Background: an optimization exercise with open tools, aiming at small area and a short achievable clock period. Do not read the settings as production practice. In this exercise RTL edits were held to simulation tests only and were not proved equivalent to the original. Power and IR drop assume default switching activity.

==> 02-19 <==
## resa_subarray
module resa_subarray (
    input  wire         clk,
    input  wire         rst,
    input  wire [1:0]   dataflow_sel,
    input  wire         stationary_sel,
    input  wire [63:0]  array_ifmap_in,
    input  wire [63:0]  array_weight_in,
    input  wire [127:0] array_psum_in_v,
    input  wire [127:0] array_psum_in_h,
    output wire [63:0]  array_ifmap_out,
    output wire [63:0]  array_weight_out,
    output wire [127:0] array_psum_out_v,
    output wire [127:0] array_psum_out_h
);
==> module sub_array, before the edit <==
module sub_array (
    input  wire         clk,
    input  wire         rst,
    input  wire [1:0]   dataflow_sel,
    input  wire         stationary_sel,
    input  wire [63:0]  array_ifmap_in,
    input  wire [63:0]  array_weight_in,
    input  wire [127:0] array_psum_in_v,
    input  wire [127:0] array_psum_in_h,
    output wire [63:0]  array_ifmap_out,
    output wire [63:0]  array_weight_out,
    output wire [127:0] psum_s,          
    output wire [27:0]  psum_g,          
    output wire [127:0] array_psum_out_h
);
    wire m_os  = (dataflow_sel == 2'b10);
    wire m_clr = (dataflow_sel == 2'b11);
    wire m_mac = ~dataflow_sel[1];
    wire ld_x0 = (dataflow_sel == 2'b00);
    reg [3:0] v0, v2;
    reg       lbv;
    reg [2:1] pv;
    wire [3:0] v0i = {v0[2:0], 1'b1};    
    wire [3:0] v2i = {v2[2:0], 1'b1};    
    wire lbv_n = lbv | stationary_sel;
    always @(posedge clk or posedge rst) begin
        if (rst) begin
            v0 <= 4'd0;
            v2 <= 4'd0;
            lbv <= 1'b0;
            pv <= 2'd0;
        end else begin
            v0 <= {4{m_os}} & v0i;
            v2 <= {4{~m_clr}} & v2i;
            lbv <= lbv_n;
            pv <= {2{m_mac}} & {pv[1], 1'b1};
        end
    end
    reg  [255:0] d0;             
    reg  [255:0] d2;             
    reg  [255:0] lb;             
    wire [255:0] x0, x2;         
    wire [255:0] lbn;            
    always @(posedge clk) begin
        d0 <= x0;
        d2 <= x2;
        lb <= lbn;
    end
    wire sum_ok   = m_mac & lbv;
    wire sel_keep = sum_ok & ~stationary_sel;
    wire sel_load = sum_ok & stationary_sel;
    wire sel_lb   = ~sum_ok;
    genvar r, c;
    generate
        for (r = 0; r < 4; r = r + 1) begin: row
            for (c = 0; c < 4; c = c + 1) begin: col
                if (c == 0) begin: w0
                    assign x0[16*(4*(r)+(c)) +: 16] = array_ifmap_in[16*r +: 16];
                end else begin: wn
                    assign x0[16*(4*(r)+(c)) +: 16] = d0[16*(4*(r)+(c-1)) +: 16];
                end
                if (r == 0) begin: n0
                    assign x2[16*(4*(r)+(c)) +: 16] = array_weight_in[16*c +: 16];
                end else begin: nn
                    assign x2[16*(4*(r)+(c)) +: 16] = d2[16*(4*(r-1)+(c)) +: 16];
                end
                wire ld_zero = ld_x0 ? ~v0i[c] : ~v2i[r];
                assign lbn[16*(4*(r)+(c)) +: 16] = stationary_sel ?
                    ((ld_x0 ? x0[16*(4*(r)+(c)) +: 16] : x2[16*(4*(r)+(c)) +: 16]) & {16{~ld_zero}}) :
                    lb[16*(4*(r)+(c)) +: 16];
            end
        end
        for (c = 0; c < 4; c = c + 1) begin: pcol
            reg  [15:0] a1;              
            reg  [16:0] a2;              
            reg  [17:0] s3;              
            reg  [31:0] pd1, pd2, pd3;   
            reg  [31:0] os;              
            reg  [6:0]  og;              
            wire [16:0] a2n = a1 + lb[16*(4*(1)+(c)) +: 16];
            wire [17:0] s3n = a2 + lb[16*(4*(2)+(c)) +: 16];
            wire [15:0] x0_3 = x0[16*(4*(3)+(c)) +: 16] & {16{v0i[c]}};
            wire [15:0] x2_3 = x2[16*(4*(3)+(c)) +: 16] & {16{v2[2]}};
            wire [17:0] s_keep = s3n + {2'b0, lb[16*(4*(3)+(c)) +: 16]};
            wire [17:0] s_load = s3n + {2'b0, ld_x0 ? x0_3 : x2_3};
            wire [17:0] s3m = ({18{sel_keep}} & s_keep) | ({18{sel_load}} & s_load) |
                              ({18{sel_lb}} & {2'b0, lbn[16*(4*(3)+(c)) +: 16]});
            wire s3_ok = ~m_clr & v2[1] & lbv_n;
            wire [31:0] ms;
            wire [6:0]  mg;
            mac_cs u_mac (.a(d2[16*(4*(2)+(c)) +: 16]), .b(s3), .p(pd3), .s(ms), .g(mg));
            always @(posedge clk) begin
                a1  <= lb[16*(4*(0)+(c)) +: 16] & {16{sum_ok}};
                a2  <= a2n & {17{sum_ok}};
                s3  <= s3m & {18{s3_ok}};
                pd1 <= array_psum_in_v[32*c +: 32];
                pd2 <= pd1;
                pd3 <= pd2 & {32{m_mac & pv[2]}};
            end
            always @(posedge clk or posedge rst) begin
                if (rst) begin
                    os <= 32'd0;
                    og <= 7'd0;
                end else begin
                    os <= ms & {32{m_mac}};
                    og <= mg & {7{m_mac}};
                end
            end
            assign psum_s[32*c +: 32] = os;
            assign psum_g[7*c +: 7] = og;
            assign array_weight_out[16*c +: 16] = d2[16*(4*(3)+(c)) +: 16] & {16{v2[3]}};
        end
        for (r = 0; r < 4; r = r + 1) begin: orow
            assign array_ifmap_out[16*r +: 16] = d0[16*(4*(r)+(3)) +: 16] & {16{v0[3]}};
        end
    endgenerate
    assign array_psum_out_h = array_psum_in_h;
endmodule
==> flow/config.mk <==
export PLATFORM = sky130hd
export DESIGN_NAME = resa_subarray
export DESIGN_NICKNAME = resa_subarray
export VERILOG_FILES = /design/flow/design.v
export SDC_FILE = /design/flow/constraint.sdc
export NUM_CORES = 4
export LEC_CHECK = 0
export CAP_MARGIN = 20
export CORE_MARGIN = 2
export CORE_UTILIZATION = 60
export PLACE_DENSITY = 0.68
export SLEW_MARGIN = 20
export SYNTH_HIERARCHICAL = 1
==> flow/constraint.sdc <==
create_clock -name core_clock -period 10.0 [get_ports {clk}]
set_input_delay 2.0000 -clock core_clock [delete_from_list [all_inputs] [get_ports {clk}]]
set_output_delay 2.0000 -clock core_clock [all_outputs]
set_load 0.01 [all_outputs]
standard.sh (not shown) runs the stock make flow with config.mk's settings and CLKGATE_MAP_FILE= SYNTH_SCRIPT=/design/flow/synth_recipe.tcl, a recipe that flattens the netlist after the stock synthesis.
==> flow/flow/run.sh <==
#!/bin/bash
# The standard layout, with two changes made through ORFS's own variables:
# clock tree synthesis without dummy loads, and timing repair aiming at a
# 5.5 ns setup margin. Each tool's output is kept in the ORFS logs under
# orfs/logs; make's own output goes to make_finish.log here.
set -euo pipefail
export CTS_ARGS="-sink_clustering_enable -repair_clock_nets -dont_use_dummy_load"
export SETUP_SLACK_MARGIN=5.5
bash standard.sh finish > make_finish.log 2>&1
==> 03-28: changes against 02-19 <==
--- a/flow/design.v
+++ b/flow/design.v
@@ -923,7 +923,7 @@
     wire m_clr = (dataflow_sel == 2'b11);
     wire m_mac = ~dataflow_sel[1];
     wire ld_x0 = (dataflow_sel == 2'b00);
-    reg [3:0] v0, v2;
+    reg [2:0] v0, v2;
     reg       lbv;
     reg [2:1] pv;
     wire [3:0] v0i = {v0[2:0], 1'b1};    
@@ -931,13 +931,13 @@
     wire lbv_n = lbv | stationary_sel;
     always @(posedge clk or posedge rst) begin
         if (rst) begin
-            v0 <= 4'd0;
-            v2 <= 4'd0;
+            v0 <= 3'd0;
+            v2 <= 3'd0;
             lbv <= 1'b0;
             pv <= 2'd0;
         end else begin
-            v0 <= {4{m_os}} & v0i;
-            v2 <= {4{~m_clr}} & v2i;
+            v0 <= {3{m_os}} & v0i[2:0];
+            v2 <= {3{~m_clr}} & v2i[2:0];
             lbv <= lbv_n;
             pv <= {2{m_mac}} & {pv[1], 1'b1};
         end
@@ -947,15 +947,23 @@
     reg  [255:0] lb;             
     wire [255:0] x0, x2;         
     wire [255:0] lbn;            
+    reg  [63:0]  o0;             
+    reg  [63:0]  o2;             
     always @(posedge clk) begin
         d0 <= x0;
         d2 <= x2;
         lb <= lbn;
     end
+    always @(posedge clk or posedge rst) begin
+        if (rst) begin
+            o0 <= 64'd0;
+            o2 <= 64'd0;
+        end else begin
+            o0 <= {x0[16*(4*(3)+(3)) +: 16], x0[16*(4*(2)+(3)) +: 16], x0[16*(4*(1)+(3)) +: 16], x0[16*(4*(0)+(3)) +: 16]} & {64{m_os & v0[2]}};
+            o2 <= {x2[16*(4*(3)+(3)) +: 16], x2[16*(4*(3)+(2)) +: 16], x2[16*(4*(3)+(1)) +: 16], x2[16*(4*(3)+(0)) +: 16]} & {64{~m_clr & v2[2]}};
+        end
+    end
     wire sum_ok   = m_mac & lbv;
-    wire sel_keep = sum_ok & ~stationary_sel;
-    wire sel_load = sum_ok & stationary_sel;
-    wire sel_lb   = ~sum_ok;
     genvar r, c;
     generate
         for (r = 0; r < 4; r = r + 1) begin: row
@@ -985,12 +993,7 @@
             reg  [6:0]  og;              
             wire [16:0] a2n = a1 + lb[16*(4*(1)+(c)) +: 16];
             wire [17:0] s3n = a2 + lb[16*(4*(2)+(c)) +: 16];
-            wire [15:0] x0_3 = x0[16*(4*(3)+(c)) +: 16] & {16{v0i[c]}};
-            wire [15:0] x2_3 = x2[16*(4*(3)+(c)) +: 16] & {16{v2[2]}};
-            wire [17:0] s_keep = s3n + {2'b0, lb[16*(4*(3)+(c)) +: 16]};
-            wire [17:0] s_load = s3n + {2'b0, ld_x0 ? x0_3 : x2_3};
-            wire [17:0] s3m = ({18{sel_keep}} & s_keep) | ({18{sel_load}} & s_load) |
-                              ({18{sel_lb}} & {2'b0, lbn[16*(4*(3)+(c)) +: 16]});
+            wire [17:0] s3m = (s3n & {18{sum_ok}}) + {2'b0, lbn[16*(4*(3)+(c)) +: 16]};
             wire s3_ok = ~m_clr & v2[1] & lbv_n;
             wire [31:0] ms;
             wire [6:0]  mg;
@@ -1014,10 +1017,10 @@
             end
             assign psum_s[32*c +: 32] = os;
             assign psum_g[7*c +: 7] = og;
-            assign array_weight_out[16*c +: 16] = d2[16*(4*(3)+(c)) +: 16] & {16{v2[3]}};
+            assign array_weight_out[16*c +: 16] = o2[16*c +: 16];
         end
         for (r = 0; r < 4; r = r + 1) begin: orow
-            assign array_ifmap_out[16*r +: 16] = d0[16*(4*(r)+(3)) +: 16] & {16{v0[3]}};
+            assign array_ifmap_out[16*r +: 16] = o0[16*r +: 16];
         end
     endgenerate
     assign array_psum_out_h = array_psum_in_h;
==> flow/flow/run.sh (replaced) <==
#!/bin/bash
# The standard layout, with changes made through ORFS's own variables only:
# clock tree synthesis without dummy loads and with larger sink clusters, port buffers of cell buf_2, and
# timing repair aiming at a 5.0 ns setup margin. Each tool's output is kept
# in the ORFS logs under orfs/logs; make's own output goes to
# make_finish.log here.
set -euo pipefail
export CTS_ARGS="-sink_clustering_enable -repair_clock_nets -dont_use_dummy_load -sink_clustering_size 26 -sink_clustering_max_diameter 100"
export BUFFER_PORTS_ARGS="-buffer_cell sky130_fd_sc_hd__buf_2"
export SETUP_SLACK_MARGIN=5.0
bash standard.sh finish > make_finish.log 2>&1
==> notes.md <==
item                                                                              02-19                            03-28
Run status                                             no timing/DRC/antenna violations  no timing/DRC/antenna violations
Pin count of the biggest net entering global routing                                 94                              145
Worst-path maximum fanout                                                             5                               17
Post-synthesis compound-gate area fraction                                       7.028%                           4.962%
Number of buffers inserted during clock tree synthesis                              158                               74
Crit path setup slack, layout                                                  5.125 ns                         5.069 ns
Peak supply drop                                                               217.6 µV                         227.8 µV
Worst setup startpoint                                   u_array.pcol[2].s3[14]$_DFF_P_                  dataflow_sel[1]
Worst flop-to-flop path endpoint                        u_array.pcol[2].og[5]$_DFF_PP0_  u_array.pcol[3].og[4]$_DFF_PP0_
Number of levels in the clock H-tree                                                  4                                3
Required time of the worst setup path                                          10.64 ns                         10.49 ns
Sequential fraction of design power                                               31.4%                            37.2%
Fraction of area in multi-input gates                                            50.01%                           50.11%
Std-Cell Rows                                                                       144                              140
Stage delay of the slowest cell on the critical path                            0.55 ns                          0.37 ns

==> port drivers added, routing unchanged <==
In the flow no input, the clock included, has a driving cell. The finished layouts below were timed again as built, in two steps. Step 1 (the two cells are an assumption about what drives the block):
set clk [get_ports {clk}]
set_driving_cell -lib_cell sky130_fd_sc_hd__clkbuf_16 $clk
set_driving_cell -lib_cell sky130_fd_sc_hd__buf_2 [delete_from_list [all_inputs] $clk]
Step 2 also shifts input and output timing later by t, the mid clock arrival at the registers, as if the neighbouring blocks saw the same clock. a / b / c = ideal / step 1 / step 2; a / b = the first two.
| run | shift t [ns] | slack for setup (ns) | hold WS [ns] | slew at the worst register clock pin (ns) | pins driven straight from the clock port |
|---|---|---|---|---|---|
| 02-19 | 0.848 | 5.125 / 5.070 / 4.305 | 0.294 / 0.294 / 0.294 | 0.06 / 0.06 | 1 |
| 03-28 | 0.788 | 5.069 / 4.754 / 3.966 | 0.316 / 0.316 / 0.316 | 0.11 / 0.11 | 1 |
After both steps setup and hold are still met in every run listed. The setup slack of 03-28, which loses most, moves by -0.315 ns with the drivers and by -1.103 ns with both steps.
